This is an optimization exercise on Yosys and OpenROAD, whose aim is small area, a short achievable clock period and few clock cycles per item, not a production implementation. In this exercise RTL edits were held to simulation tests only and were not proved equivalent to the original.

## flow/design.v (module list and top-level ports; edited modules follow where they fit)
// module cheb_fa: 4 lines
// module cheb_ha: 4 lines
// module cheb_bpp: 3 lines
// module cheb_bppn: 3 lines
// module cheb_mac2: 368 lines
// module cheb_mac1: 571 lines
// module cheb_mac0: 524 lines
// module cheb_dsub: 103 lines
// module cheb_accadd: 140 lines
// module cheb_cpa16: 75 lines
// module layer: 124 lines
module layer #(
    parameter integer WIDTH     = 16,
    parameter integer ACC_WIDTH = 22
)(
    input  logic              clk,
    input  logic              rst_n,
    input  logic              start,
    input  logic signed [WIDTH-1:0] x_in,
    output logic              ready,
    output logic              debug_bit,
    output logic signed [WIDTH-1:0]     y_out,
    output logic signed [ACC_WIDTH-1:0] acc_out
);
  // ...
==> flow/flow/run.sh <==
#!/bin/bash
# The standard layout (the standard.sh), in three parts:
#  1. the standard synthesis;
#  3. the rest of the standard flow, with timing repair aimed at a setup
#     slack margin of 6.6 ns and free to resize cells across footprints, so
#     that it buffers and sizes up what the critical paths need. The SDC,
#     clock period and I/O constraints are unchanged.
set -euo pipefail
bash standard.sh synth > synth.log 2>&1
openroad -no_init -exit flow/presize.tcl > presize.log 2>&1
bash standard.sh SETUP_SLACK_MARGIN=6.6 MATCH_CELL_FOOTPRINT=0 finish > standard.log 2>&1
==> flow/flow/presize.tcl <==
# After the standard synthesis, before the standard floorplan:
#  - take out the buffers ABC put in (the layout's repair buffers what it needs);
#  - give flip-flops that drive many loads a stronger drive (same cell type,
#    dfxtp_1 -> dfxtp_2 or dfxtp_4).
set odb orfs/results/sky130hd/layer/base/1_synth.odb
read_db $odb
read_liberty $::env(FLOW_HOME)/platforms/sky130hd/lib/sky130_fd_sc_hd__tt_025C_1v80.lib
remove_buffers
set db [ord::get_db]
set block [ord::get_db_block]
set aoi1 [$db findMaster sky130_fd_sc_hd__a22oi_1]
set ff2 [$db findMaster sky130_fd_sc_hd__dfxtp_2]
set ff4 [$db findMaster sky130_fd_sc_hd__dfxtp_4]
set n 0
set f2 0
set f4 0
foreach inst [$block getInsts] {
  set m [[$inst getMaster] getName]
  if {$m eq "sky130_fd_sc_hd__a22oi_2"} {
    $inst swapMaster $aoi1
    incr n
  } elseif {$m eq "sky130_fd_sc_hd__dfxtp_1"} {
    set q [$inst findITerm Q]
    set net [$q getNet]
    if {$net eq "NULL"} { continue }
    set loads [expr {[llength [$net getITerms]] - 1 + [llength [$net getBTerms]]}]
    if {$loads >= 12} {
      $inst swapMaster $ff4
      incr f4
    } elseif {$loads >= 6} {
      $inst swapMaster $ff2
      incr f2
    }
  }
}
puts "a22oi_2 -> a22oi_1: $n; dfxtp_1 -> dfxtp_2: $f2, -> dfxtp_4: $f4"
write_db $odb
==> flow/standard.sh <==
#!/bin/bash
# synth_recipe.tcl (not shown) runs the flow's synth.tcl, then flattens the netlist and writes it again
# the make line also repeats each setting of config.mk as NAME=value (left out here)
make -C /OpenROAD-flow-scripts/flow DESIGN_CONFIG=/design/flow/config.mk WORK_HOME=/design/flow/orfs CLKGATE_MAP_FILE= SYNTH_SCRIPT=/design/flow/synth_recipe.tcl "${@:-finish}"
==> flow/config.mk <==
export PLATFORM = sky130hd
export DESIGN_NAME = layer
export DESIGN_NICKNAME = layer
export VERILOG_FILES = /design/flow/design.v
export SDC_FILE = /design/flow/constraint.sdc
export NUM_CORES = 4
export LEC_CHECK = 0
export CAP_MARGIN = 20
export CORE_MARGIN = 2
export CORE_UTILIZATION = 40
export CTS_BUF_LIST = sky130_fd_sc_hd__clkbuf_4 sky130_fd_sc_hd__clkbuf_8
export SLEW_MARGIN = 20
export SYNTH_HIERARCHICAL = 1
export SYNTH_MINIMUM_KEEP_SIZE = 0
==> flow/constraint.sdc <==
create_clock -name core_clock -period 10.0 [get_ports {clk}]
set_input_delay 2.0000 -clock core_clock [delete_from_list [all_inputs] [get_ports {clk}]]
set_output_delay 2.0000 -clock core_clock [all_outputs]
set_load 0.01 [all_outputs]
==> flow_metrics.env, run 1 <==
export IMPL_die_h_um=255
export IMPL_multiInputGateArea_um2=18300
export IMPL_relSlewSlack_pct=46.6
export IMPL_grt_busiest_layer="met2"
export IMPL_post_route_period_util_pct=34.4
export IMPL_dr_wl_met3_mm=3.67
export IMPL_drt_met1_wl_mm=26.3
export IMPL_endpoint_kind="flop"
export IMPL_fin_cells=3386
export IMPL_place_area_um2=27000
export IMPL_multi_input_gates=1750
export IMPL_hold_path_end="x2[11]"
export IMPL_synthCells=2214
export IMPL_seq_cell_count=350
export IMPL_dp_slack_ns=5.74
export IMPL_crit_required_ns=10.56
export IMPL_cp_depth=10
export IMPL_grtUsageMet1_pct=24.4
export IMPL_ios=59
export IMPL_status="no timing/DRC/antenna violations"
export IMPL_drive_above_1_share_pct=22.1
export IMPL_grt_pass1_wl_mm=103
export IMPL_syn2layout_area_growth_pct=22.8
export IMPL_reg_top3="acc: 22 flops, acc_q: 22 flops"
export IMPL_crit_chain="or2b_1 -> o22ai_4 -> buf_6 -> buf_4 -> a22oi_1 -> xnor2_1 -> fa_2 -> fa_2 -> fa_2 -> fa_1"
export IMPL_nonClkBufAreaFrac_pct=7.52
export IMPL_inverters_excl_clock=114
export IMPL_grt_use_total_pct=20.0
export IMPL_htree_levels=2
export IMPL_first_pass_iters=6
export IMPL_crit_family="adder cells"
export IMPL_critical_path_startpoint="x4[3]"
export IMPL_cts_num_sinks=350
export IMPL_nWellTaps=837
export IMPL_finalHoldViolCount=0
export IMPL_hold_worst_slack_ns=0.315
export IMPL_met2_length_mm=33.4
export IMPL_buffers=217
Testbench counts, summed over its fixed seeds: cycles 8,840, items 384.
==> module cheb_accadd, before the edit <==
module cheb_accadd (
  input  logic        first,
  input  logic [21:0] acc,
  input  logic [15:0] a,
  input  logic [15:0] b,
  input  logic        c,
  output logic [21:0] s
);
  wire [21:0] ax = first ? 22'd0 : acc;
  wire [15:0] ag = a;
  wire [15:0] bg = b;
  wire cg = c;
  wire [16:0] cr;
  wire [15:0] sm;
  assign cr[0] = cg;
  cheb_fa u_f0 (.a(ax[0]), .b(ag[0]), .c(bg[0]), .s(sm[0]), .co(cr[1]));
  cheb_fa u_f1 (.a(ax[1]), .b(ag[1]), .c(bg[1]), .s(sm[1]), .co(cr[2]));
  cheb_fa u_f2 (.a(ax[2]), .b(ag[2]), .c(bg[2]), .s(sm[2]), .co(cr[3]));
  cheb_fa u_f3 (.a(ax[3]), .b(ag[3]), .c(bg[3]), .s(sm[3]), .co(cr[4]));
  cheb_fa u_f4 (.a(ax[4]), .b(ag[4]), .c(bg[4]), .s(sm[4]), .co(cr[5]));
  cheb_fa u_f5 (.a(ax[5]), .b(ag[5]), .c(bg[5]), .s(sm[5]), .co(cr[6]));
  cheb_fa u_f6 (.a(ax[6]), .b(ag[6]), .c(bg[6]), .s(sm[6]), .co(cr[7]));
  cheb_fa u_f7 (.a(ax[7]), .b(ag[7]), .c(bg[7]), .s(sm[7]), .co(cr[8]));
  cheb_fa u_f8 (.a(ax[8]), .b(ag[8]), .c(bg[8]), .s(sm[8]), .co(cr[9]));
  cheb_fa u_f9 (.a(ax[9]), .b(ag[9]), .c(bg[9]), .s(sm[9]), .co(cr[10]));
  cheb_fa u_f10 (.a(ax[10]), .b(ag[10]), .c(bg[10]), .s(sm[10]), .co(cr[11]));
  cheb_fa u_f11 (.a(ax[11]), .b(ag[11]), .c(bg[11]), .s(sm[11]), .co(cr[12]));
  cheb_fa u_f12 (.a(ax[12]), .b(ag[12]), .c(bg[12]), .s(sm[12]), .co(cr[13]));
  cheb_fa u_f13 (.a(ax[13]), .b(ag[13]), .c(bg[13]), .s(sm[13]), .co(cr[14]));
  cheb_fa u_f14 (.a(ax[14]), .b(ag[14]), .c(bg[14]), .s(sm[14]), .co(cr[15]));
  cheb_fa u_f15 (.a(ax[15]), .b(ag[15]), .c(bg[15]), .s(sm[15]), .co(cr[16]));
  wire [16:0] ra = {1'b0, sm};
  wire [16:0] g = ra & cr;
  wire [16:0] p = ra ^ cr;
  wire G0_1 = g[1] | (p[1] & g[0]);
  wire P0_1 = p[1] & p[0];
  wire G0_3 = g[3] | (p[3] & g[2]);
  wire P0_3 = p[3] & p[2];
  wire G0_5 = g[5] | (p[5] & g[4]);
  wire P0_5 = p[5] & p[4];
  wire G0_7 = g[7] | (p[7] & g[6]);
  wire P0_7 = p[7] & p[6];
  wire G0_9 = g[9] | (p[9] & g[8]);
  wire P0_9 = p[9] & p[8];
  wire G0_11 = g[11] | (p[11] & g[10]);
  wire P0_11 = p[11] & p[10];
  wire G0_13 = g[13] | (p[13] & g[12]);
  wire P0_13 = p[13] & p[12];
  wire G0_15 = g[15] | (p[15] & g[14]);
  wire P0_15 = p[15] & p[14];
  wire G1_2 = g[2] | (p[2] & G0_1);
  wire P1_2 = p[2] & P0_1;
  wire G1_3 = G0_3 | (P0_3 & G0_1);
  wire P1_3 = P0_3 & P0_1;
  wire G1_6 = g[6] | (p[6] & G0_5);
  wire P1_6 = p[6] & P0_5;
  wire G1_7 = G0_7 | (P0_7 & G0_5);
  wire P1_7 = P0_7 & P0_5;
  wire G1_10 = g[10] | (p[10] & G0_9);
  wire P1_10 = p[10] & P0_9;
  wire G1_11 = G0_11 | (P0_11 & G0_9);
  wire P1_11 = P0_11 & P0_9;
  wire G1_14 = g[14] | (p[14] & G0_13);
  wire P1_14 = p[14] & P0_13;
  wire G1_15 = G0_15 | (P0_15 & G0_13);
  wire P1_15 = P0_15 & P0_13;
  wire G2_4 = g[4] | (p[4] & G1_3);
  wire P2_4 = p[4] & P1_3;
  wire G2_5 = G0_5 | (P0_5 & G1_3);
  wire P2_5 = P0_5 & P1_3;
  wire G2_6 = G1_6 | (P1_6 & G1_3);
  wire P2_6 = P1_6 & P1_3;
  wire G2_7 = G1_7 | (P1_7 & G1_3);
  wire P2_7 = P1_7 & P1_3;
  wire G2_12 = g[12] | (p[12] & G1_11);
  wire P2_12 = p[12] & P1_11;
  wire G2_13 = G0_13 | (P0_13 & G1_11);
  wire P2_13 = P0_13 & P1_11;
  wire G2_14 = G1_14 | (P1_14 & G1_11);
  wire P2_14 = P1_14 & P1_11;
  wire G2_15 = G1_15 | (P1_15 & G1_11);
  wire P2_15 = P1_15 & P1_11;
  wire G3_8 = g[8] | (p[8] & G2_7);
  wire P3_8 = p[8] & P2_7;
  wire G3_9 = G0_9 | (P0_9 & G2_7);
  wire P3_9 = P0_9 & P2_7;
  wire G3_10 = G1_10 | (P1_10 & G2_7);
  wire P3_10 = P1_10 & P2_7;
  wire G3_11 = G1_11 | (P1_11 & G2_7);
  wire P3_11 = P1_11 & P2_7;
  wire G3_12 = G2_12 | (P2_12 & G2_7);
  wire P3_12 = P2_12 & P2_7;
  wire G3_13 = G2_13 | (P2_13 & G2_7);
  wire P3_13 = P2_13 & P2_7;
  wire G3_14 = G2_14 | (P2_14 & G2_7);
  wire P3_14 = P2_14 & P2_7;
  wire G3_15 = G2_15 | (P2_15 & G2_7);
  wire P3_15 = P2_15 & P2_7;
  wire G4_16 = g[16] | (p[16] & G3_15);
  wire P4_16 = p[16] & P3_15;
  wire [16:0] lo = {p[16] ^ G3_15, p[15] ^ G3_14, p[14] ^ G3_13, p[13] ^ G3_12, p[12] ^ G3_11, p[11] ^ G3_10, p[10] ^ G3_9, p[9] ^ G3_8, p[8] ^ G2_7, p[7] ^ G2_6, p[6] ^ G2_5, p[5] ^ G2_4, p[4] ^ G1_3, p[3] ^ G1_2, p[2] ^ G0_1, p[1] ^ g[0], p[0]};
  wire [15:0] tg = ag & bg;
  wire [15:0] tp = ag ^ bg;
  wire tg0c = tg[0] | (tp[0] & cg);
  wire TG1_2 = tg[2] | (tp[2] & tg[1]);
  wire TP1_2 = tp[2] & tp[1];
  wire TG0_2 = TG1_2 | (TP1_2 & tg0c);
  wire TP0_2 = TP1_2 & tp[0];
  wire TG3_4 = tg[4] | (tp[4] & tg[3]);
  wire TP3_4 = tp[4] & tp[3];
  wire TG5_6 = tg[6] | (tp[6] & tg[5]);
  wire TP5_6 = tp[6] & tp[5];
  wire TG3_6 = TG5_6 | (TP5_6 & TG3_4);
  wire TP3_6 = TP5_6 & TP3_4;
  wire TG0_6 = TG3_6 | (TP3_6 & TG0_2);
  wire TP0_6 = TP3_6 & TP0_2;
  wire TG7_8 = tg[8] | (tp[8] & tg[7]);
  wire TP7_8 = tp[8] & tp[7];
  wire TG9_10 = tg[10] | (tp[10] & tg[9]);
  wire TP9_10 = tp[10] & tp[9];
  wire TG7_10 = TG9_10 | (TP9_10 & TG7_8);
  wire TP7_10 = TP9_10 & TP7_8;
  wire TG11_12 = tg[12] | (tp[12] & tg[11]);
  wire TP11_12 = tp[12] & tp[11];
  wire TG13_14 = tg[14] | (tp[14] & tg[13]);
  wire TP13_14 = tp[14] & tp[13];
  wire TG11_14 = TG13_14 | (TP13_14 & TG11_12);
  wire TP11_14 = TP13_14 & TP11_12;
  wire TG7_14 = TG11_14 | (TP11_14 & TG7_10);
  wire TP7_14 = TP11_14 & TP7_10;
  wire TG0_14 = TG7_14 | (TP7_14 & TG0_6);
  wire TP0_14 = TP7_14 & TP0_6;
  wire t16 = tg[15] | (tp[15] & TG0_14);
  wire y15 = tp[15] ^ TG0_14;
  wire co = lo[16] ^ t16;
  wire [5:0] hp = ax[21:16] + 6'd1;
  wire [5:0] hm = ax[21:16] - 6'd1;
  wire [5:0] hi = (co & ~y15) ? hp : (~co & y15) ? hm : ax[21:16];
  assign s = {hi, lo[15:0]};
endmodule
==> module layer, before the edit <==
module layer #(
    parameter integer WIDTH     = 16,
    parameter integer ACC_WIDTH = 22
)(
    input  logic              clk,
    input  logic              rst_n,
    input  logic              start,
    input  logic signed [WIDTH-1:0] x_in,
    output logic              ready,
    output logic              debug_bit,
    output logic signed [WIDTH-1:0]     y_out,
    output logic signed [ACC_WIDTH-1:0] acc_out
);
    logic        active;
    logic [3:0]  cnt;
    always_ff @(posedge clk or negedge rst_n) begin
        if (!rst_n) begin
            active <= 1'b0;
            cnt    <= 4'd0;
        end else if (start) begin
            active <= 1'b1;
            cnt    <= 4'd1;
        end else if (active) begin
            cnt <= cnt + 4'd1;
            if (cnt == 4'd15) active <= 1'b0;
        end
    end
    logic v0, v1, v2, v3, v4, v5, fst6, lst6, lst7;
    always_ff @(posedge clk or negedge rst_n) begin
        if (!rst_n) begin
            v0 <= 1'b0; v1 <= 1'b0; v2 <= 1'b0; v3 <= 1'b0;
            v4 <= 1'b0; v5 <= 1'b0;
            fst6 <= 1'b0; lst6 <= 1'b0; lst7 <= 1'b0; ready <= 1'b0;
        end else begin
            v0 <= start | active;
            v1 <= v0;
            v2 <= v1;
            v3 <= v2;
            v4 <= v3;
            v5 <= v4;
            fst6 <= v4 && i4 == 4'd0;
            lst6 <= v4 && i4 == 4'd15;
            lst7  <= lst6;
            ready <= lst7;
        end
    end
    wire [3:0] idx_n = start ? 4'd0 : cnt;
  logic [14:0] dig_n;
  always_comb begin
    case (idx_n)
      4'd0: dig_n = 15'h48d8;
      4'd1: dig_n = 15'h689b;
      4'd2: dig_n = 15'h5114;
      4'd3: dig_n = 15'h543e;
      4'd4: dig_n = 15'h4a8a;
      4'd5: dig_n = 15'h5455;
      4'd6: dig_n = 15'h6d17;
      4'd7: dig_n = 15'h5d36;
      4'd8: dig_n = 15'h280e;
      4'd9: dig_n = 15'h6555;
      4'd10: dig_n = 15'h1954;
      4'd11: dig_n = 15'h6499;
      4'd12: dig_n = 15'h301d;
      4'd13: dig_n = 15'h4455;
      4'd14: dig_n = 15'hc13;
      4'd15: dig_n = 15'h4855;
      default: dig_n = '0;
    endcase
  end
    logic [14:0] dig0;
    logic [3:0]  i0, i1, i2, i3, i4;
    logic [15:0] x0, x1, x2, x3, x4;
    logic [15:0] a2, b2s, a1, b1s, a0, b0s;      
    logic        c2, c1, c0;
    logic [15:0] b2, b2d, b1, d;
    logic [15:0] a2_n, b2s_n, a1_n, b1s_n, a0_n, b0s_n;
    logic        c2_n, c1_n, c0_n;
    logic [15:0] b2_n, b1_n, d_n;
    always_ff @(posedge clk) begin
        x0   <= x_in;
        i0   <= idx_n;
        dig0 <= dig_n;
        x1 <= x0;  i1 <= i0;
        a2 <= a2_n; b2s <= b2s_n; c2 <= c2_n;
        x2 <= x1;  i2 <= i1;
        b2 <= b2_n;
        x3 <= x2;  i3 <= i2;
        a1 <= a1_n; b1s <= b1s_n; c1 <= c1_n;
        b2d <= b2;
        x4 <= x3;  i4 <= i3;
        b1 <= b1_n;
        d  <= d_n;
        a0 <= a0_n; b0s <= b0s_n; c0 <= c0_n;
    end
    cheb_mac2  u_m2  (.idx(i0), .dig(dig0), .x(x0), .ca(a2_n), .cb(b2s_n), .cc(c2_n));
    cheb_cpa16 u_p2  (.a(a2), .b(b2s), .c(c2), .s(b2_n));
    cheb_mac1  u_m1  (.idx(i2), .x(x2), .bin(b2), .ca(a1_n), .cb(b1s_n), .cc(c1_n));
    cheb_cpa16 u_p1  (.a(a1), .b(b1s), .c(c1), .s(b1_n));
    cheb_dsub  u_ds  (.idx(i3), .x15(x3[15]), .b2(b2d), .d(d_n));
    cheb_mac0  u_m0  (.x(x4), .bin(b1), .d(d), .ca(a0_n), .cb(b0s_n), .cc(c0_n));
    logic signed [ACC_WIDTH-1:0] acc, acc_n;
    cheb_accadd u_acc (.first(fst6), .acc(acc), .a(a0), .b(b0s), .c(c0), .s(acc_n));
    always_ff @(posedge clk)
        acc <= acc_n;
    function automatic logic [WIDTH-1:0] requant(input logic [ACC_WIDTH-1:0] a);
        if (!a[21] && a[20:10] != '0)
            requant = 16'h7fff;
        else if (a[21] && (a[20:10] != '1 || a[9:0] == '0))
            requant = 16'h8001;
        else
            requant = {a[10:0], 5'b0};
    endfunction
    logic [ACC_WIDTH-1:0] acc_q;
    logic [WIDTH-1:0]     yq;
    logic                 dbg;
    always_ff @(posedge clk) begin
        acc_q <= acc;
        yq    <= requant(acc);
        dbg   <= ^acc ^ ^requant(acc);
    end
    assign acc_out   = acc_q;
    assign y_out     = yq;
    assign debug_bit = dbg;
endmodule
==> inputs of run 2 (changes only) <==
--- a/flow/design.v
+++ b/flow/design.v
@@ -17,9 +17,8 @@
   input  logic [3:0]  idx,
   input  logic [14:0] dig,
   input  logic [15:0] x,
-  output logic [15:0] ca,
-  output logic [15:0] cb,
-  output logic cc
+  output logic [24:0] ca,
+  output logic [24:0] cb
 );
   wire [4:0] m2_one = dig[4:0];
   wire [4:0] m2_two = dig[9:5];
@@ -357,41 +356,20 @@
   cheb_fa u_m2_w143 (.a(m2_pp4_15), .b(m2_w99), .c(m2_w98), .s(m2_w143), .co(m2_w144));
   wire m2_w145, m2_w146;
   cheb_fa u_m2_w145 (.a(m2_k[20]), .b(m2_w100), .c(m2_pp4_16), .s(m2_w145), .co(m2_w146));
-  wire [24:0] m2_a = {m2_w144, m2_w142, m2_w140, m2_w138, m2_w136, m2_w134, m2_w132, m2_w130, m2_w128, m2_w126, m2_w124, m2_w122, m2_w120, m2_w118, m2_w116, m2_w114, m2_w112, m2_w110, m2_w108, m2_w106, m2_w104, m2_w102, m2_w101, m2_pp0_1, m2_k[0]};
-  wire [24:0] m2_b = {m2_w145, m2_w143, m2_w141, m2_w139, m2_w137, m2_w135, m2_w133, m2_w131, m2_w129, m2_w127, m2_w125, m2_w123, m2_w121, m2_w119, m2_w117, m2_w115, m2_w113, m2_w111, m2_w109, m2_w107, m2_w105, m2_w103, m2_pp1_0, 1'b0, m2_pp0_0};
-  wire [8:0] m2_g = m2_a[8:0] & m2_b[8:0];
-  wire [8:0] m2_p = m2_a[8:0] ^ m2_b[8:0];
-  wire m2_G0_1 = m2_g[1] | (m2_p[1] & m2_g[0]);
-  wire m2_P0_1 = m2_p[1] & m2_p[0];
-  wire m2_G2_3 = m2_g[3] | (m2_p[3] & m2_g[2]);
-  wire m2_P2_3 = m2_p[3] & m2_p[2];
-  wire m2_G0_3 = m2_G2_3 | (m2_P2_3 & m2_G0_1);
-  wire m2_P0_3 = m2_P2_3 & m2_P0_1;
-  wire m2_G4_5 = m2_g[5] | (m2_p[5] & m2_g[4]);
-  wire m2_P4_5 = m2_p[5] & m2_p[4];
-  wire m2_G7_8 = m2_g[8] | (m2_p[8] & m2_g[7]);
-  wire m2_P7_8 = m2_p[8] & m2_p[7];
-  wire m2_G6_8 = m2_G7_8 | (m2_P7_8 & m2_g[6]);
-  wire m2_P6_8 = m2_P7_8 & m2_p[6];
-  wire m2_G4_8 = m2_G6_8 | (m2_P6_8 & m2_G4_5);
-  wire m2_P4_8 = m2_P6_8 & m2_P4_5;
-  wire m2_G0_8 = m2_G4_8 | (m2_P4_8 & m2_G0_3);
-  wire m2_P0_8 = m2_P4_8 & m2_P0_3;
-  assign ca = m2_a[24:9];
-  assign cb = m2_b[24:9];
-  assign cc = m2_G0_8;
+  assign ca = {m2_w144, m2_w142, m2_w140, m2_w138, m2_w136, m2_w134, m2_w132, m2_w130, m2_w128, m2_w126, m2_w124, m2_w122, m2_w120, m2_w118, m2_w116, m2_w114, m2_w112, m2_w110, m2_w108, m2_w106, m2_w104, m2_w102, m2_w101, m2_pp0_1, m2_k[0]};
+  assign cb = {m2_w145, m2_w143, m2_w141, m2_w139, m2_w137, m2_w135, m2_w133, m2_w131, m2_w129, m2_w127, m2_w125, m2_w123, m2_w121, m2_w119, m2_w117, m2_w115, m2_w113, m2_w111, m2_w109, m2_w107, m2_w105, m2_w103, m2_pp1_0, 1'b0, m2_pp0_0};
 endmodule
 module cheb_mac1 (
   input  logic [3:0]  idx,
-  input  logic [15:0] x,
+  input  logic [23:0] xe,
   input  logic [15:0] bin,
   output logic [15:0] ca,
   output logic [15:0] cb,
   output logic cc
 );
-  wire m1_one0 = x[0] ^ 1'b0;
-  wire m1_two0 = (x[1] & ~x[0] & ~1'b0) | (~x[1] & x[0] & 1'b0);
-  wire m1_neg0 = x[1];
+  wire m1_one0 = xe[0];
+  wire m1_two0 = xe[8];
+  wire m1_neg0 = xe[16];
   wire m1_pp0_0 = (m1_one0 & bin[0]) ^ m1_neg0;
   wire m1_pp0_1;
   cheb_bpp u_m1_pp0_1 (.one(m1_one0), .two(m1_two0), .neg(m1_neg0), .bi(bin[1]), .bim1(bin[0]), .p(m1_pp0_1));
@@ -425,9 +403,9 @@
   cheb_bpp u_m1_pp0_15 (.one(m1_one0), .two(m1_two0), .neg(m1_neg0), .bi(bin[15]), .bim1(bin[14]), .p(m1_pp0_15));
   wire m1_pp0_16;
   cheb_bppn u_m1_pp0_16 (.one(m1_one0), .two(m1_two0), .neg(m1_neg0), .bi(bin[15]), .bim1(bin[15]), .p(m1_pp0_16));
-  wire m1_one1 = x[2] ^ x[1];
-  wire m1_two1 = (x[3] & ~x[2] & ~x[1]) | (~x[3] & x[2] & x[1]);
-  wire m1_neg1 = x[3];
+  wire m1_one1 = xe[1];
+  wire m1_two1 = xe[9];
+  wire m1_neg1 = xe[17];
   wire m1_pp1_0 = (m1_one1 & bin[0]) ^ m1_neg1;
   wire m1_pp1_1;
   cheb_bpp u_m1_pp1_1 (.one(m1_one1), .two(m1_two1), .neg(m1_neg1), .bi(bin[1]), .bim1(bin[0]), .p(m1_pp1_1));
@@ -461,9 +439,9 @@
   cheb_bpp u_m1_pp1_15 (.one(m1_one1), .two(m1_two1), .neg(m1_neg1), .bi(bin[15]), .bim1(bin[14]), .p(m1_pp1_15));
   wire m1_pp1_16;
   cheb_bppn u_m1_pp1_16 (.one(m1_one1), .two(m1_two1), .neg(m1_neg1), .bi(bin[15]), .bim1(bin[15]), .p(m1_pp1_16));
-  wire m1_one2 = x[4] ^ x[3];
-  wire m1_two2 = (x[5] & ~x[4] & ~x[3]) | (~x[5] & x[4] & x[3]);
-  wire m1_neg2 = x[5];
+  wire m1_one2 = xe[2];
+  wire m1_two2 = xe[10];
+  wire m1_neg2 = xe[18];
   wire m1_pp2_0 = (m1_one2 & bin[0]) ^ m1_neg2;
   wire m1_pp2_1;
   cheb_bpp u_m1_pp2_1 (.one(m1_one2), .two(m1_two2), .neg(m1_neg2), .bi(bin[1]), .bim1(bin[0]), .p(m1_pp2_1));
@@ -497,9 +475,9 @@
   cheb_bpp u_m1_pp2_15 (.one(m1_one2), .two(m1_two2), .neg(m1_neg2), .bi(bin[15]), .bim1(bin[14]), .p(m1_pp2_15));
   wire m1_pp2_16;
   cheb_bppn u_m1_pp2_16 (.one(m1_one2), .two(m1_two2), .neg(m1_neg2), .bi(bin[15]), .bim1(bin[15]), .p(m1_pp2_16));
-  wire m1_one3 = x[6] ^ x[5];
-  wire m1_two3 = (x[7] & ~x[6] & ~x[5]) | (~x[7] & x[6] & x[5]);
-  wire m1_neg3 = x[7];
+  wire m1_one3 = xe[3];
+  wire m1_two3 = xe[11];
+  wire m1_neg3 = xe[19];
   wire m1_pp3_0 = (m1_one3 & bin[0]) ^ m1_neg3;
   wire m1_pp3_1;
   cheb_bpp u_m1_pp3_1 (.one(m1_one3), .two(m1_two3), .neg(m1_neg3), .bi(bin[1]), .bim1(bin[0]), .p(m1_pp3_1));
@@ -533,9 +511,9 @@
   cheb_bpp u_m1_pp3_15 (.one(m1_one3), .two(m1_two3), .neg(m1_neg3), .bi(bin[15]), .bim1(bin[14]), .p(m1_pp3_15));
   wire m1_pp3_16;
   cheb_bppn u_m1_pp3_16 (.one(m1_one3), .two(m1_two3), .neg(m1_neg3), .bi(bin[15]), .bim1(bin[15]), .p(m1_pp3_16));
-  wire m1_one4 = x[8] ^ x[7];
-  wire m1_two4 = (x[9] & ~x[8] & ~x[7]) | (~x[9] & x[8] & x[7]);
-  wire m1_neg4 = x[9];
+  wire m1_one4 = xe[4];
+  wire m1_two4 = xe[12];
+  wire m1_neg4 = xe[20];
   wire m1_pp4_0 = (m1_one4 & bin[0]) ^ m1_neg4;
   wire m1_pp4_1;
   cheb_bpp u_m1_pp4_1 (.one(m1_one4), .two(m1_two4), .neg(m1_neg4), .bi(bin[1]), .bim1(bin[0]), .p(m1_pp4_1));
@@ -569,9 +547,9 @@
   cheb_bpp u_m1_pp4_15 (.one(m1_one4), .two(m1_two4), .neg(m1_neg4), .bi(bin[15]), .bim1(bin[14]), .p(m1_pp4_15));
   wire m1_pp4_16;
   cheb_bppn u_m1_pp4_16 (.one(m1_one4), .two(m1_two4), .neg(m1_neg4), .bi(bin[15]), .bim1(bin[15]), .p(m1_pp4_16));
-  wire m1_one5 = x[10] ^ x[9];
-  wire m1_two5 = (x[11] & ~x[10] & ~x[9]) | (~x[11] & x[10] & x[9]);
-  wire m1_neg5 = x[11];
+  wire m1_one5 = xe[5];
+  wire m1_two5 = xe[13];
+  wire m1_neg5 = xe[21];
   wire m1_pp5_0 = (m1_one5 & bin[0]) ^ m1_neg5;
   wire m1_pp5_1;
   cheb_bpp u_m1_pp5_1 (.one(m1_one5), .two(m1_two5), .neg(m1_neg5), .bi(bin[1]), .bim1(bin[0]), .p(m1_pp5_1));
@@ -601,9 +579,9 @@
   cheb_bpp u_m1_pp5_13 (.one(m1_one5), .two(m1_two5), .neg(m1_neg5), .bi(bin[13]), .bim1(bin[12]), .p(m1_pp5_13));
   wire m1_pp5_14;
   cheb_bpp u_m1_pp5_14 (.one(m1_one5), .two(m1_two5), .neg(m1_neg5), .bi(bin[14]), .bim1(bin[13]), .p(m1_pp5_14));
-  wire m1_one6 = x[12] ^ x[11];
-  wire m1_two6 = (x[13] & ~x[12] & ~x[11]) | (~x[13] & x[12] & x[11]);
-  wire m1_neg6 = x[13];
+  wire m1_one6 = xe[6];
+  wire m1_two6 = xe[14];
+  wire m1_neg6 = xe[22];
   wire m1_pp6_0 = (m1_one6 & bin[0]) ^ m1_neg6;
   wire m1_pp6_1;
   cheb_bpp u_m1_pp6_1 (.one(m1_one6), .two(m1_two6), .neg(m1_neg6), .bi(bin[1]), .bim1(bin[0]), .p(m1_pp6_1));
@@ -629,9 +607,9 @@
   cheb_bpp u_m1_pp6_11 (.one(m1_one6), .two(m1_two6), .neg(m1_neg6), .bi(bin[11]), .bim1(bin[10]), .p(m1_pp6_11));
   wire m1_pp6_12;
   cheb_bpp u_m1_pp6_12 (.one(m1_one6), .two(m1_two6), .neg(m1_neg6), .bi(bin[12]), .bim1(bin[11]), .p(m1_pp6_12));
-  wire m1_one7 = x[14] ^ x[13];
-  wire m1_two7 = (x[15] & ~x[14] & ~x[13]) | (~x[15] & x[14] & x[13]);
-  wire m1_neg7 = x[15];
+  wire m1_one7 = xe[7];
+  wire m1_two7 = xe[15];
+  wire m1_neg7 = xe[23];
   wire m1_pp7_0 = (m1_one7 & bin[0]) ^ m1_neg7;
   wire m1_pp7_1;
   cheb_bpp u_m1_pp7_1 (.one(m1_one7), .two(m1_two7), .neg(m1_neg7), .bi(bin[1]), .bim1(bin[0]), .p(m1_pp7_1));
@@ -653,7 +631,7 @@
   cheb_bpp u_m1_pp7_9 (.one(m1_one7), .two(m1_two7), .neg(m1_neg7), .bi(bin[9]), .bim1(bin[8]), .p(m1_pp7_9));
   wire m1_pp7_10;
   cheb_bpp u_m1_pp7_10 (.one(m1_one7), .two(m1_two7), .neg(m1_neg7), .bi(bin[10]), .bim1(bin[9]), .p(m1_pp7_10));
-  wire [4:0] m1_sel = {x[15], idx};
+  wire [4:0] m1_sel = {xe[23], idx};
   logic [15:0] m1_k;
   always_comb begin
     case (m1_sel)
@@ -953,16 +931,16 @@
   assign cc = m1_G0_8;
 endmodule
 module cheb_mac0 (
-  input  logic [15:0] x,
+  input  logic [23:0] xe,
   input  logic [15:0] bin,
   input  logic [15:0] d,
   output logic [15:0] ca,
   output logic [15:0] cb,
   output logic cc
 );
-  wire m0_one0 = x[0] ^ 1'b0;
-  wire m0_two0 = (x[1] & ~x[0] & ~1'b0) | (~x[1] & x[0] & 1'b0);
-  wire m0_neg0 = x[1];
+  wire m0_one0 = xe[0];
+  wire m0_two0 = xe[8];
+  wire m0_neg0 = xe[16];
   wire m0_pp0_0 = (m0_one0 & bin[0]) ^ m0_neg0;
   wire m0_pp0_1;
   cheb_bpp u_m0_pp0_1 (.one(m0_one0), .two(m0_two0), .neg(m0_neg0), .bi(bin[1]), .bim1(bin[0]), .p(m0_pp0_1));
@@ -996,9 +974,9 @@
   cheb_bpp u_m0_pp0_15 (.one(m0_one0), .two(m0_two0), .neg(m0_neg0), .bi(bin[15]), .bim1(bin[14]), .p(m0_pp0_15));
   wire m0_pp0_16;
   cheb_bppn u_m0_pp0_16 (.one(m0_one0), .two(m0_two0), .neg(m0_neg0), .bi(bin[15]), .bim1(bin[15]), .p(m0_pp0_16));
-  wire m0_one1 = x[2] ^ x[1];
-  wire m0_two1 = (x[3] & ~x[2] & ~x[1]) | (~x[3] & x[2] & x[1]);
-  wire m0_neg1 = x[3];
+  wire m0_one1 = xe[1];
+  wire m0_two1 = xe[9];
+  wire m0_neg1 = xe[17];
   wire m0_pp1_0 = (m0_one1 & bin[0]) ^ m0_neg1;
   wire m0_pp1_1;
   cheb_bpp u_m0_pp1_1 (.one(m0_one1), .two(m0_two1), .neg(m0_neg1), .bi(bin[1]), .bim1(bin[0]), .p(m0_pp1_1));
@@ -1032,9 +1010,9 @@
   cheb_bpp u_m0_pp1_15 (.one(m0_one1), .two(m0_two1), .neg(m0_neg1), .bi(bin[15]), .bim1(bin[14]), .p(m0_pp1_15));
   wire m0_pp1_16;
   cheb_bppn u_m0_pp1_16 (.one(m0_one1), .two(m0_two1), .neg(m0_neg1), .bi(bin[15]), .bim1(bin[15]), .p(m0_pp1_16));
-  wire m0_one2 = x[4] ^ x[3];
-  wire m0_two2 = (x[5] & ~x[4] & ~x[3]) | (~x[5] & x[4] & x[3]);
-  wire m0_neg2 = x[5];
+  wire m0_one2 = xe[2];
+  wire m0_two2 = xe[10];
+  wire m0_neg2 = xe[18];
   wire m0_pp2_0 = (m0_one2 & bin[0]) ^ m0_neg2;
   wire m0_pp2_1;
   cheb_bpp u_m0_pp2_1 (.one(m0_one2), .two(m0_two2), .neg(m0_neg2), .bi(bin[1]), .bim1(bin[0]), .p(m0_pp2_1));
@@ -1068,9 +1046,9 @@
   cheb_bpp u_m0_pp2_15 (.one(m0_one2), .two(m0_two2), .neg(m0_neg2), .bi(bin[15]), .bim1(bin[14]), .p(m0_pp2_15));
   wire m0_pp2_16;
   cheb_bppn u_m0_pp2_16 (.one(m0_one2), .two(m0_two2), .neg(m0_neg2), .bi(bin[15]), .bim1(bin[15]), .p(m0_pp2_16));
-  wire m0_one3 = x[6] ^ x[5];
-  wire m0_two3 = (x[7] & ~x[6] & ~x[5]) | (~x[7] & x[6] & x[5]);
-  wire m0_neg3 = x[7];
+  wire m0_one3 = xe[3];
+  wire m0_two3 = xe[11];
+  wire m0_neg3 = xe[19];
   wire m0_pp3_0 = (m0_one3 & bin[0]) ^ m0_neg3;
   wire m0_pp3_1;
   cheb_bpp u_m0_pp3_1 (.one(m0_one3), .two(m0_two3), .neg(m0_neg3), .bi(bin[1]), .bim1(bin[0]), .p(m0_pp3_1));
@@ -1104,9 +1082,9 @@
   cheb_bpp u_m0_pp3_15 (.one(m0_one3), .two(m0_two3), .neg(m0_neg3), .bi(bin[15]), .bim1(bin[14]), .p(m0_pp3_15));
   wire m0_pp3_16;
   cheb_bppn u_m0_pp3_16 (.one(m0_one3), .two(m0_two3), .neg(m0_neg3), .bi(bin[15]), .bim1(bin[15]), .p(m0_pp3_16));
-  wire m0_one4 = x[8] ^ x[7];
-  wire m0_two4 = (x[9] & ~x[8] & ~x[7]) | (~x[9] & x[8] & x[7]);
-  wire m0_neg4 = x[9];
+  wire m0_one4 = xe[4];
+  wire m0_two4 = xe[12];
+  wire m0_neg4 = xe[20];
   wire m0_pp4_0 = (m0_one4 & bin[0]) ^ m0_neg4;
   wire m0_pp4_1;
   cheb_bpp u_m0_pp4_1 (.one(m0_one4), .two(m0_two4), .neg(m0_neg4), .bi(bin[1]), .bim1(bin[0]), .p(m0_pp4_1));
@@ -1140,9 +1118,9 @@
   cheb_bpp u_m0_pp4_15 (.one(m0_one4), .two(m0_two4), .neg(m0_neg4), .bi(bin[15]), .bim1(bin[14]), .p(m0_pp4_15));
   wire m0_pp4_16;
   cheb_bppn u_m0_pp4_16 (.one(m0_one4), .two(m0_two4), .neg(m0_neg4), .bi(bin[15]), .bim1(bin[15]), .p(m0_pp4_16));
-  wire m0_one5 = x[10] ^ x[9];
-  wire m0_two5 = (x[11] & ~x[10] & ~x[9]) | (~x[11] & x[10] & x[9]);
-  wire m0_neg5 = x[11];
+  wire m0_one5 = xe[5];
+  wire m0_two5 = xe[13];
+  wire m0_neg5 = xe[21];
   wire m0_pp5_0 = (m0_one5 & bin[0]) ^ m0_neg5;
   wire m0_pp5_1;
   cheb_bpp u_m0_pp5_1 (.one(m0_one5), .two(m0_two5), .neg(m0_neg5), .bi(bin[1]), .bim1(bin[0]), .p(m0_pp5_1));
@@ -1174,9 +1152,9 @@
   cheb_bpp u_m0_pp5_14 (.one(m0_one5), .two(m0_two5), .neg(m0_neg5), .bi(bin[14]), .bim1(bin[13]), .p(m0_pp5_14));
   wire m0_pp5_15;
   cheb_bpp u_m0_pp5_15 (.one(m0_one5), .two(m0_two5), .neg(m0_neg5), .bi(bin[15]), .bim1(bin[14]), .p(m0_pp5_15));
-  wire m0_one6 = x[12] ^ x[11];
-  wire m0_two6 = (x[13] & ~x[12] & ~x[11]) | (~x[13] & x[12] & x[11]);
-  wire m0_neg6 = x[13];
+  wire m0_one6 = xe[6];
+  wire m0_two6 = xe[14];
+  wire m0_neg6 = xe[22];
   wire m0_pp6_0 = (m0_one6 & bin[0]) ^ m0_neg6;
   wire m0_pp6_1;
   cheb_bpp u_m0_pp6_1 (.one(m0_one6), .two(m0_two6), .neg(m0_neg6), .bi(bin[1]), .bim1(bin[0]), .p(m0_pp6_1));
@@ -1204,9 +1182,9 @@
   cheb_bpp u_m0_pp6_12 (.one(m0_one6), .two(m0_two6), .neg(m0_neg6), .bi(bin[12]), .bim1(bin[11]), .p(m0_pp6_12));
   wire m0_pp6_13;
   cheb_bpp u_m0_pp6_13 (.one(m0_one6), .two(m0_two6), .neg(m0_neg6), .bi(bin[13]), .bim1(bin[12]), .p(m0_pp6_13));
-  wire m0_one7 = x[14] ^ x[13];
-  wire m0_two7 = (x[15] & ~x[14] & ~x[13]) | (~x[15] & x[14] & x[13]);
-  wire m0_neg7 = x[15];
+  wire m0_one7 = xe[7];
+  wire m0_two7 = xe[15];
+  wire m0_neg7 = xe[23];
   wire m0_pp7_0 = (m0_one7 & bin[0]) ^ m0_neg7;
   wire m0_pp7_1;
   cheb_bpp u_m0_pp7_1 (.one(m0_one7), .two(m0_two7), .neg(m0_neg7), .bi(bin[1]), .bim1(bin[0]), .p(m0_pp7_1));
@@ -1580,14 +1558,13 @@
   assign d = ad_s;
 endmodule
 module cheb_accadd (
-  input  logic        first,
   input  logic [21:0] acc,
   input  logic [15:0] a,
   input  logic [15:0] b,
   input  logic        c,
   output logic [21:0] s
 );
-  wire [21:0] ax = first ? 22'd0 : acc;
+  wire [21:0] ax = acc;
   wire [15:0] ag = a;
   wire [15:0] bg = b;
   wire cg = c;
@@ -1794,6 +1771,123 @@
   wire P3_15 = P2_15 & P2_7;
   assign s = {p[15] ^ G3_14, p[14] ^ G3_13, p[13] ^ G3_12, p[12] ^ G3_11, p[11] ^ G3_10, p[10] ^ G3_9, p[9] ^ G3_8, p[8] ^ G2_7, p[7] ^ G2_6, p[6] ^ G2_5, p[5] ^ G2_4, p[4] ^ G1_3, p[3] ^ G1_2, p[2] ^ G0_1, p[1] ^ g0c, p[0] ^ c};
 endmodule
+module cheb_cpa25 (
+  input  logic [24:0] a,
+  input  logic [24:0] b,
+  output logic [15:0] s
+);
+  wire [24:0] g = a & b;
+  wire [24:0] p = a ^ b;
+  wire G0_1 = g[1] | (p[1] & g[0]);
+  wire P0_1 = p[1] & p[0];
+  wire G0_3 = g[3] | (p[3] & g[2]);
+  wire P0_3 = p[3] & p[2];
+  wire G0_5 = g[5] | (p[5] & g[4]);
+  wire P0_5 = p[5] & p[4];
+  wire G0_7 = g[7] | (p[7] & g[6]);
+  wire P0_7 = p[7] & p[6];
+  wire G0_9 = g[9] | (p[9] & g[8]);
+  wire P0_9 = p[9] & p[8];
+  wire G0_11 = g[11] | (p[11] & g[10]);
+  wire P0_11 = p[11] & p[10];
+  wire G0_13 = g[13] | (p[13] & g[12]);
+  wire P0_13 = p[13] & p[12];
+  wire G0_15 = g[15] | (p[15] & g[14]);
+  wire P0_15 = p[15] & p[14];
+  wire G0_17 = g[17] | (p[17] & g[16]);
+  wire P0_17 = p[17] & p[16];
+  wire G0_19 = g[19] | (p[19] & g[18]);
+  wire P0_19 = p[19] & p[18];
+  wire G0_21 = g[21] | (p[21] & g[20]);
+  wire P0_21 = p[21] & p[20];
+  wire G0_23 = g[23] | (p[23] & g[22]);
+  wire P0_23 = p[23] & p[22];
+  wire G1_2 = g[2] | (p[2] & G0_1);
+  wire P1_2 = p[2] & P0_1;
+  wire G1_3 = G0_3 | (P0_3 & G0_1);
+  wire P1_3 = P0_3 & P0_1;
+  wire G1_6 = g[6] | (p[6] & G0_5);
+  wire P1_6 = p[6] & P0_5;
+  wire G1_7 = G0_7 | (P0_7 & G0_5);
+  wire P1_7 = P0_7 & P0_5;
+  wire G1_10 = g[10] | (p[10] & G0_9);
+  wire P1_10 = p[10] & P0_9;
+  wire G1_11 = G0_11 | (P0_11 & G0_9);
+  wire P1_11 = P0_11 & P0_9;
+  wire G1_14 = g[14] | (p[14] & G0_13);
+  wire P1_14 = p[14] & P0_13;
+  wire G1_15 = G0_15 | (P0_15 & G0_13);
+  wire P1_15 = P0_15 & P0_13;
+  wire G1_18 = g[18] | (p[18] & G0_17);
+  wire P1_18 = p[18] & P0_17;
+  wire G1_19 = G0_19 | (P0_19 & G0_17);
+  wire P1_19 = P0_19 & P0_17;
+  wire G1_22 = g[22] | (p[22] & G0_21);
+  wire P1_22 = p[22] & P0_21;
+  wire G1_23 = G0_23 | (P0_23 & G0_21);
+  wire P1_23 = P0_23 & P0_21;
+  wire G2_4 = g[4] | (p[4] & G1_3);
+  wire P2_4 = p[4] & P1_3;
+  wire G2_5 = G0_5 | (P0_5 & G1_3);
+  wire P2_5 = P0_5 & P1_3;
+  wire G2_6 = G1_6 | (P1_6 & G1_3);
+  wire P2_6 = P1_6 & P1_3;
+  wire G2_7 = G1_7 | (P1_7 & G1_3);
+  wire P2_7 = P1_7 & P1_3;
+  wire G2_12 = g[12] | (p[12] & G1_11);
+  wire P2_12 = p[12] & P1_11;
+  wire G2_13 = G0_13 | (P0_13 & G1_11);
+  wire P2_13 = P0_13 & P1_11;
+  wire G2_14 = G1_14 | (P1_14 & G1_11);
+  wire P2_14 = P1_14 & P1_11;
+  wire G2_15 = G1_15 | (P1_15 & G1_11);
+  wire P2_15 = P1_15 & P1_11;
+  wire G2_20 = g[20] | (p[20] & G1_19);
+  wire P2_20 = p[20] & P1_19;
+  wire G2_21 = G0_21 | (P0_21 & G1_19);
+  wire P2_21 = P0_21 & P1_19;
+  wire G2_22 = G1_22 | (P1_22 & G1_19);
+  wire P2_22 = P1_22 & P1_19;
+  wire G2_23 = G1_23 | (P1_23 & G1_19);
+  wire P2_23 = P1_23 & P1_19;
+  wire G3_8 = g[8] | (p[8] & G2_7);
+  wire P3_8 = p[8] & P2_7;
+  wire G3_9 = G0_9 | (P0_9 & G2_7);
+  wire P3_9 = P0_9 & P2_7;
+  wire G3_10 = G1_10 | (P1_10 & G2_7);
+  wire P3_10 = P1_10 & P2_7;
+  wire G3_11 = G1_11 | (P1_11 & G2_7);
+  wire P3_11 = P1_11 & P2_7;
+  wire G3_12 = G2_12 | (P2_12 & G2_7);
+  wire P3_12 = P2_12 & P2_7;
+  wire G3_13 = G2_13 | (P2_13 & G2_7);
+  wire P3_13 = P2_13 & P2_7;
+  wire G3_14 = G2_14 | (P2_14 & G2_7);
+  wire P3_14 = P2_14 & P2_7;
+  wire G3_15 = G2_15 | (P2_15 & G2_7);
+  wire P3_15 = P2_15 & P2_7;
+  wire G3_24 = g[24] | (p[24] & G2_23);
+  wire P3_24 = p[24] & P2_23;
+  wire G4_16 = g[16] | (p[16] & G3_15);
+  wire P4_16 = p[16] & P3_15;
+  wire G4_17 = G0_17 | (P0_17 & G3_15);
+  wire P4_17 = P0_17 & P3_15;
+  wire G4_18 = G1_18 | (P1_18 & G3_15);
+  wire P4_18 = P1_18 & P3_15;
+  wire G4_19 = G1_19 | (P1_19 & G3_15);
+  wire P4_19 = P1_19 & P3_15;
+  wire G4_20 = G2_20 | (P2_20 & G3_15);
+  wire P4_20 = P2_20 & P3_15;
+  wire G4_21 = G2_21 | (P2_21 & G3_15);
+  wire P4_21 = P2_21 & P3_15;
+  wire G4_22 = G2_22 | (P2_22 & G3_15);
+  wire P4_22 = P2_22 & P3_15;
+  wire G4_23 = G2_23 | (P2_23 & G3_15);
+  wire P4_23 = P2_23 & P3_15;
+  wire G4_24 = G3_24 | (P3_24 & G3_15);
+  wire P4_24 = P3_24 & P3_15;
+  assign s = {p[24] ^ G4_23, p[23] ^ G4_22, p[22] ^ G4_21, p[21] ^ G4_20, p[20] ^ G4_19, p[19] ^ G4_18, p[18] ^ G4_17, p[17] ^ G4_16, p[16] ^ G3_15, p[15] ^ G3_14, p[14] ^ G3_13, p[13] ^ G3_12, p[12] ^ G3_11, p[11] ^ G3_10, p[10] ^ G3_9, p[9] ^ G3_8};
+endmodule
 `timescale 1ns / 1ps
 module layer #(
     parameter integer WIDTH     = 16,
@@ -1822,12 +1916,13 @@
             if (cnt == 4'd15) active <= 1'b0;
         end
     end
-    logic v0, v1, v2, v3, v4, v5, fst6, lst6, lst7;
+    logic v0, v1, v2, v3, v4, v5, lst6, lst7;
+    logic [3:0] i0, i1, i2, i3, i4;
     always_ff @(posedge clk or negedge rst_n) begin
         if (!rst_n) begin
             v0 <= 1'b0; v1 <= 1'b0; v2 <= 1'b0; v3 <= 1'b0;
             v4 <= 1'b0; v5 <= 1'b0;
-            fst6 <= 1'b0; lst6 <= 1'b0; lst7 <= 1'b0; ready <= 1'b0;
+            lst6 <= 1'b0; lst7 <= 1'b0; ready <= 1'b0;
         end else begin
             v0 <= start | active;
             v1 <= v0;
@@ -1835,70 +1930,81 @@
             v3 <= v2;
             v4 <= v3;
             v5 <= v4;
-            fst6 <= v4 && i4 == 4'd0;
-            lst6 <= v4 && i4 == 4'd15;
+            lst6  <= v4 && i4 == 4'd15;
             lst7  <= lst6;
             ready <= lst7;
         end
     end
-    wire [3:0] idx_n = start ? 4'd0 : cnt;
-  logic [14:0] dig_n;
+  logic [14:0] dig_c;
   always_comb begin
-    case (idx_n)
-      4'd0: dig_n = 15'h48d8;
-      4'd1: dig_n = 15'h689b;
-      4'd2: dig_n = 15'h5114;
-      4'd3: dig_n = 15'h543e;
-      4'd4: dig_n = 15'h4a8a;
-      4'd5: dig_n = 15'h5455;
-      4'd6: dig_n = 15'h6d17;
-      4'd7: dig_n = 15'h5d36;
-      4'd8: dig_n = 15'h280e;
-      4'd9: dig_n = 15'h6555;
-      4'd10: dig_n = 15'h1954;
-      4'd11: dig_n = 15'h6499;
-      4'd12: dig_n = 15'h301d;
-      4'd13: dig_n = 15'h4455;
-      4'd14: dig_n = 15'hc13;
-      4'd15: dig_n = 15'h4855;
-      default: dig_n = '0;
+    case (cnt)
+      4'd0: dig_c = 15'h48d8;
+      4'd1: dig_c = 15'h689b;
+      4'd2: dig_c = 15'h5114;
+      4'd3: dig_c = 15'h543e;
+      4'd4: dig_c = 15'h4a8a;
+      4'd5: dig_c = 15'h5455;
+      4'd6: dig_c = 15'h6d17;
+      4'd7: dig_c = 15'h5d36;
+      4'd8: dig_c = 15'h280e;
+      4'd9: dig_c = 15'h6555;
+      4'd10: dig_c = 15'h1954;
+      4'd11: dig_c = 15'h6499;
+      4'd12: dig_c = 15'h301d;
+      4'd13: dig_c = 15'h4455;
+      4'd14: dig_c = 15'hc13;
+      4'd15: dig_c = 15'h4855;
+      default: dig_c = '0;
     endcase
   end
+    wire [14:0] dig_n = start ? 15'h48d8 : dig_c;
+    function automatic logic [23:0] booth_enc(input logic [15:0] x);
+        logic [16:0] xx;
+        xx = {x, 1'b0};
+        for (int j = 0; j < 8; j++) begin
+            booth_enc[j]      = xx[2*j+1] ^ xx[2*j];
+            booth_enc[8 + j]  = (xx[2*j+2] & ~xx[2*j+1] & ~xx[2*j]) |
+                                (~xx[2*j+2] & xx[2*j+1] & xx[2*j]);
+            booth_enc[16 + j] = xx[2*j+2];
+        end
+    endfunction
     logic [14:0] dig0;
-    logic [3:0]  i0, i1, i2, i3, i4;
-    logic [15:0] x0, x1, x2, x3, x4;
-    logic [15:0] a2, b2s, a1, b1s, a0, b0s;      
-    logic        c2, c1, c0;
+    logic [15:0] x0, x1;
+    logic [23:0] e2, e3, e4;                      
+    logic [24:0] a2, b2s;                         
+    logic [15:0] a1, b1s, a0, b0s;
+    logic        c1, c0;
     logic [15:0] b2, b2d, b1, d;
-    logic [15:0] a2_n, b2s_n, a1_n, b1s_n, a0_n, b0s_n;
-    logic        c2_n, c1_n, c0_n;
+    logic [24:0] a2_n, b2s_n;
+    logic [15:0] a1_n, b1s_n, a0_n, b0s_n;
+    logic        c1_n, c0_n;
     logic [15:0] b2_n, b1_n, d_n;
     always_ff @(posedge clk) begin
         x0   <= x_in;
-        i0   <= idx_n;
+        i0   <= start ? 4'd0 : cnt;
         dig0 <= dig_n;
         x1 <= x0;  i1 <= i0;
-        a2 <= a2_n; b2s <= b2s_n; c2 <= c2_n;
-        x2 <= x1;  i2 <= i1;
+        a2 <= a2_n; b2s <= b2s_n;
+        e2 <= booth_enc(x1);  i2 <= i1;
         b2 <= b2_n;
-        x3 <= x2;  i3 <= i2;
+        e3 <= e2;  i3 <= i2;
         a1 <= a1_n; b1s <= b1s_n; c1 <= c1_n;
         b2d <= b2;
-        x4 <= x3;  i4 <= i3;
+        e4 <= e3;  i4 <= i3;
         b1 <= b1_n;
         d  <= d_n;
         a0 <= a0_n; b0s <= b0s_n; c0 <= c0_n;
     end
-    cheb_mac2  u_m2  (.idx(i0), .dig(dig0), .x(x0), .ca(a2_n), .cb(b2s_n), .cc(c2_n));
-    cheb_cpa16 u_p2  (.a(a2), .b(b2s), .c(c2), .s(b2_n));
-    cheb_mac1  u_m1  (.idx(i2), .x(x2), .bin(b2), .ca(a1_n), .cb(b1s_n), .cc(c1_n));
+    cheb_mac2  u_m2  (.idx(i0), .dig(dig0), .x(x0), .ca(a2_n), .cb(b2s_n));
+    cheb_cpa25 u_p2  (.a(a2), .b(b2s), .s(b2_n));
+    cheb_mac1  u_m1  (.idx(i2), .xe(e2), .bin(b2), .ca(a1_n), .cb(b1s_n), .cc(c1_n));
     cheb_cpa16 u_p1  (.a(a1), .b(b1s), .c(c1), .s(b1_n));
-    cheb_dsub  u_ds  (.idx(i3), .x15(x3[15]), .b2(b2d), .d(d_n));
-    cheb_mac0  u_m0  (.x(x4), .bin(b1), .d(d), .ca(a0_n), .cb(b0s_n), .cc(c0_n));
+    cheb_dsub  u_ds  (.idx(i3), .x15(e3[23]), .b2(b2d), .d(d_n));
+    cheb_mac0  u_m0  (.xe(e4), .bin(b1), .d(d), .ca(a0_n), .cb(b0s_n), .cc(c0_n));
     logic signed [ACC_WIDTH-1:0] acc, acc_n;
-    cheb_accadd u_acc (.first(fst6), .acc(acc), .a(a0), .b(b0s), .c(c0), .s(acc_n));
+    cheb_accadd u_acc (.acc(acc), .a(a0), .b(b0s), .c(c0), .s(acc_n));
     always_ff @(posedge clk)
-        acc <= acc_n;
+        acc <= v5 ? acc_n : '0;
     function automatic logic [WIDTH-1:0] requant(input logic [ACC_WIDTH-1:0] a);
         if (!a[21] && a[20:10] != '0)
             requant = 16'h7fff;
==> flow/flow/run.sh (replaced) <==
#!/bin/bash
# The standard layout (the standard.sh), in three parts:
#  1. the standard synthesis;
#  3. the rest of the standard flow, with timing repair aimed at a setup
#     slack margin of 6.85 ns and free to resize cells across footprints, so
#     that it buffers and sizes up what the critical paths need. The SDC,
#     clock period and I/O constraints are unchanged.
set -euo pipefail
bash standard.sh synth > synth.log 2>&1
openroad -no_init -exit flow/presize.tcl > presize.log 2>&1
bash standard.sh SETUP_SLACK_MARGIN=6.85 MATCH_CELL_FOOTPRINT=0 finish > standard.log 2>&1
==> flow_metrics.env, run 2 <==
export IMPL_crit_family="adder cells"
export IMPL_placed_cells=3112
export IMPL_cts_root_buf="clkbuf_8"
export IMPL_top_layer_used="met4"
export IMPL_status="no timing/DRC/antenna violations"
export IMPL_cts_tree="built"
export IMPL_cts_clk_slew_worst_paths_ns=0.06
export IMPL_endpoint_kind="flop"
export IMPL_min_path_cells=0
export IMPL_start_util_pct=40.3
export IMPL_cts_buffer_depth=3
export IMPL_overflow=0
export IMPL_fin_skew_ns=0.0339
export IMPL_start_kind="flop"
export IMPL_clkLatencyLatePin_ns=0.65
export IMPL_cts_num_sinks=391
export IMPL_die_w_um=258
export IMPL_rrSetupSlack_ns=6.60
export IMPL_final_common_cell="xnor2_1"
export IMPL_worstReg2RegEnd="b1s[6]"
export IMPL_drt_met1_wl_mm=25.1
export IMPL_fin_nets=2853
export IMPL_path_buf_inv=2
export IMPL_setup_tns_ns=0
export IMPL_setup_viol=0
export IMPL_drc=0
export IMPL_rows=93
export IMPL_hold_path_end="e4[2]"
export IMPL_port_buffers=58
export IMPL_fp_coreArea_um2=64100
export IMPL_post_dp_hpwl_mm=45.2
export IMPL_finalHoldViolCount=0
export IMPL_worstHoldStart="e3[2]"
export IMPL_relSlewSlack_pct=50.3
export IMPL_crit_required_ns=10.50
export IMPL_synth_avg_cell_area_um2=11.8
export IMPL_ant_nets=0
export IMPL_wl_mm=63.4
export IMPL_maxCapViolCount=0
export IMPL_mostFrequentLayoutCells="365 x xnor2_1, 313 x a22oi_1, 252 x fa_1"
export IMPL_yosys_warnings=10
export IMPL_rsz0062_at_grt="true"
export IMPL_first_pass_iters=8
export IMPL_num_vias=17900
export IMPL_met2_length_mm=32.7
export IMPL_post_route_period_util_pct=34.0
export IMPL_reg2reg_from="i2[0]"
export IMPL_grt_use_total_pct=19.1
export IMPL_worstMarginPinSlew_ns=0.746
export IMPL_dieArea_um2=66700
export IMPL_cts_hold_fix_buffers=0
export IMPL_max_stage_delay_ns=0.53
export IMPL_grt_max_degree=30
export IMPL_post_route_min_period_ns=3.40
export IMPL_grt_pass1_wl_mm=102
export IMPL_htree_levels=3
export IMPL_slowest_stage="fa_2"
export IMPL_crit_chain="inv_6 -> ha_4 -> inv_4 -> mux4_2 -> mux2i_4 -> fa_1 -> fa_2 -> fa_2 -> fa_2"
export IMPL_syn2layout_area_growth_pct=14.7
export IMPL_synth_fp_nets=2678
export IMPL_arrival_ns=3.90
export IMPL_die_h_um=258
export IMPL_drive_above_1_share_pct=18.4
export IMPL_fmax_ghz=0.294
export IMPL_ios=59
export IMPL_synth_area_um2=25800
export IMPL_crit_fanout=7
export IMPL_cts_made_buffers=68
export IMPL_dr_wl_met3_mm=3.47
export IMPL_cpMostUsedCell="fa_2"
export IMPL_fin_cells=3283
export IMPL_reg_top3="a2: 25 flops, b2s: 25 flops"
export IMPL_place_congestion=0.855
export IMPL_reg2reg_depth=9
export IMPL_wl_per_cell_um=19.3
export IMPL_min_path_type="flop to flop"
export IMPL_vias_per_cell=5.44
export IMPL_synthCells=2199
export IMPL_antenna_found_initial=1
export IMPL_drtIter0Drc=1151
export IMPL_grt_pass1_vias=19200
export IMPL_crit_type="flop to flop"
export IMPL_maxSlewViolCount=0
[run 2: worst max-delay path by stage]
stage	from	to	slack (ns)	depth (start not counted)
after floorplan	i2[0]	b1s[6]	6.82	9
after global placement	a0[0]	acc[21]	6.32	14
after detailed placement	a0[0]	acc[21]	6.31	14
after CTS	a0[0]	acc[21]	6.60	14
after global routing	a0[0]	acc[21]	6.51	14
final	i2[0]	b1s[6]	6.60	9
[run 2: area by class of cell]
type / instances / area [um2]
flip-flops and latches: 391 / 8340
well taps: 855 / 1070
clock buffers: 98 / 1220
repair buffers: 105 / 883
clock inverters: 25 / 250
inverters: 95 / 367
multi-input cells: 1713 / 17500
fillers: 5898 / 34500
diodes: 1 / 2.50
[run 2: per-layer routing]
layer | up-vias | global-route usage, %
li1 | 8156 | -
met1 | 8892 | 22.6
met2 | 654 | 34.3
met3 | 155 | 3.51
met4 | 0 | 7.43
met5 | - | 0
[run 2: through the flow]
step	hold slack, ns	instance area (um2)	setup WS (ns)	utilization (%)
global placement	0.312	27500	6.32	43.0
floorplan	0.309	25900	6.82	-
CTS	0.319	29400	6.60	45.8
finish	0.317	29600	6.60	46.2
global route	0.324	29600	6.51	46.2
detailed placement	0.312	27500	6.31	43.0
[run 2: what timing repair did]
action,CTS,global route
pin swaps,36,35
cloned,0,0
hold endpoints to repair,0,0
endpoints found under the setup margin,78,67
resized for setup,115,57
setup buffers,22,25
Testbench counts of run 2, summed over its fixed seeds: cycles 8,840, items 384.
==> inputs of run 3 (changes only) <==
==> flow/flow/run.sh (replaced) <==
#!/bin/bash
# The standard layout (the standard.sh), in three parts:
#  1. the standard synthesis;
#  3. the rest of the standard flow, with timing repair aimed at a setup
#     slack margin of 6.6 ns and free to resize cells across footprints, so
#     that it buffers and sizes up what the critical paths need. The SDC,
#     clock period and I/O constraints are unchanged.
set -euo pipefail
bash standard.sh synth > synth.log 2>&1
openroad -no_init -exit flow/presize.tcl > presize.log 2>&1
bash standard.sh SETUP_SLACK_MARGIN=6.6 MATCH_CELL_FOOTPRINT=0 finish > standard.log 2>&1
==> flow_metrics.env, run 3 <==
export IMPL_start_kind="flop"
export IMPL_crit_required_ns=10.51
export IMPL_fp_coreArea_um2=64100
export IMPL_wl_mm=61.5
export IMPL_overflow=0
export IMPL_crit_family="adder cells"
export IMPL_ios=59
export IMPL_cts_root_buf="clkbuf_8"
export IMPL_rrSetupSlack_ns=6.64
export IMPL_cts_buffer_depth=3
export IMPL_maxSlewViolCount=0
export IMPL_worstMarginPinSlew_ns=0.804
export IMPL_worstReg2RegEnd="b1s[7]"
export IMPL_arrival_ns=3.87
export IMPL_finalHoldViolCount=0
export IMPL_rows=93
export IMPL_grt_pass1_wl_mm=100
export IMPL_reg2reg_from="i2[1]"
export IMPL_setup_tns_ns=0
export IMPL_ant_nets=0
export IMPL_crit_fanout=5
export IMPL_drc=0
export IMPL_syn2layout_area_growth_pct=14.2
export IMPL_setup_viol=0
export IMPL_wl_per_cell_um=18.9
export IMPL_yosys_warnings=10
export IMPL_multiInputGateArea_um2=17300
export IMPL_die_h_um=258
export IMPL_endpoint_kind="flop"
export IMPL_synthCells=2199
export IMPL_worstHoldStart="e3[9]"
export IMPL_reg2reg_depth=9
export IMPL_maxCapViolCount=0
export IMPL_relSlewSlack_pct=46.4
export IMPL_synth_fp_nets=2678
export IMPL_start_util_pct=40.3
export IMPL_die_w_um=258
export IMPL_fill_cells=5760
export IMPL_cts_tree="built"
export IMPL_drtIter0Drc=1096
export IMPL_place_congestion=0.868
export IMPL_fin_skew_ns=0.0388
export IMPL_vias_per_cell=5.41
export IMPL_post_route_period_util_pct=33.6
export IMPL_fin_nets=2816
export IMPL_grt_max_degree=34
export IMPL_slowest_stage="fa_2"
export IMPL_path_buf_inv=1
export IMPL_crit_type="flop to flop"
export IMPL_grt_use_total_pct=18.7
export IMPL_min_path_cells=0
export IMPL_regArea_um2=8330
export IMPL_synth_area_um2=25800
export IMPL_clkLatencyLatePin_ns=0.66
export IMPL_htree_levels=3
export IMPL_cts_clk_slew_worst_paths_ns=0.06
export IMPL_crit_chain="inv_4 -> ha_1 -> nor2_1 -> a21oi_1 -> mux4_2 -> fa_1 -> fa_2 -> fa_1 -> fa_1"
export IMPL_port_buffers=58
export IMPL_post_route_min_period_ns=3.36
export IMPL_cts_hold_fix_buffers=0
export IMPL_antenna_found_initial=1
export IMPL_cts_num_sinks=391
export IMPL_status="no timing/DRC/antenna violations"
export IMPL_max_stage_delay_ns=0.59
export IMPL_grt_pass1_vias=18600
export IMPL_rsz0062_at_grt="true"
export IMPL_fmax_ghz=0.297
export IMPL_place_area_um2=27500
export IMPL_cpMostUsedCell="fa_1"
export IMPL_min_path_type="flop to flop"
export IMPL_drive_above_1_share_pct=14.2
export IMPL_first_pass_iters=5
export IMPL_cts_made_buffers=72
export IMPL_dieArea_um2=66700
export IMPL_postLayoutCellArea_um2=29500
export IMPL_final_common_cell="xnor2_1"
export IMPL_hold_path_end="e4[9]"
export IMPL_reg_top3="a2: 25 flops, b2s: 25 flops"
export IMPL_mostFrequentLayoutCells="366 x xnor2_1, 315 x a22oi_1, 274 x fa_1"
export IMPL_post_dp_hpwl_mm=44.6
export IMPL_num_vias=17600
export IMPL_synth_avg_cell_area_um2=11.8
run 3: metrics by stage:
stage / util (%) / hold WS (ns) / setup WS, ns / instances
finish: 46.0 / 0.319 / 6.64 / 3253
global route: 46.0 / 0.313 / 6.56 / 3253
CTS: 45.8 / 0.319 / 6.52 / 3248
detailed placement: 42.9 / 0.312 / 6.36 / 3112
global placement: 42.9 / 0.310 / 6.38 / 3112
floorplan: - / 0.309 / 6.61 / 2199
run 3: final cells by class:
cell class,count,area share [%]
flip-flops and latches,391,28.2
well taps,855,3.62
clock inverters,38,1.66
repair buffers,64,2.47
multi-input cells,1713,58.6
inverters,95,1.24
clock buffers,94,4.13
diodes,3,0.0254
run 3: timing repair:
item,in CTS,in global routing
resized for setup,54,31
pin swaps,10,15
setup endpoints to repair,56,14
setup buffers,4,2
gates cloned,0,0
run 3: worst max path at each step:
stage / start / cells past startpoint / endpoint
detailed placement: i2[0] / 9 / b1s[6]
CTS: i2[1] / 9 / b1s[6]
finish: i2[1] / 9 / b1s[7]
global placement: a0[0] / 14 / acc[21]
floorplan: i2[0] / 9 / b1s[6]
global route: a0[0] / 14 / acc[21]
run 3: per-layer routing:
metal / vias to the layer above / part of all wire [%] / GRT usage [%]
met5: - / 0 / 0
met3: 113 / 4.9 / 3.53
met2: 552 / 51 / 32.9
met1: 8831 / 42 / 22.8
met4: 0 / 2.6 / 6.90
li1: 8094 / - / -
run 3: worst reg2reg max path: stages, from the launching register on:
cell	delay, ns
dfxtp_4	0.38
inv_4	0.06
ha_1	0.23
nor2_1	0.12
a21oi_1	0.05
mux4_2	0.52
fa_1	0.42
fa_2	0.59
fa_1	0.42
fa_1	0.43

[afterwards: timing with drivers on the ports]
The results above use ideal ports. As a check the final layouts listed here were re-extracted and re-timed, cells and wires unchanged. Step 1: set_driving_cell puts a clkbuf_16 on clk and a buf_2 on each other input, an assumption about the parent block. Step 2, shift: input delay + t, output delay - t, t = (earliest + latest rising clock arrival at the registers) / 2. This alone moves slack from input paths to output paths. a / b / c = no drivers / after step 1 / after step 2; a / b = the first two.
run | t (ns) | slack for setup (ns) | hold WS [ns] | worst setup path at the end
run 1 | 0.741 | 6.555 / 6.555 / 6.106 | 0.315 / 0.315 / 0.315 | input to register
run 2 | 0.692 | 6.598 / 6.598 / 6.598 | 0.317 / 0.317 / 0.317 | register to register
run 3 | 0.695 | 6.638 / 6.638 / 6.555 | 0.319 / 0.319 / 0.319 | input to register
After both steps every run listed still meets setup and hold. The setup slack of run 1, which loses most, moves by 0.000 ns with the drivers and by -0.449 ns with both steps.
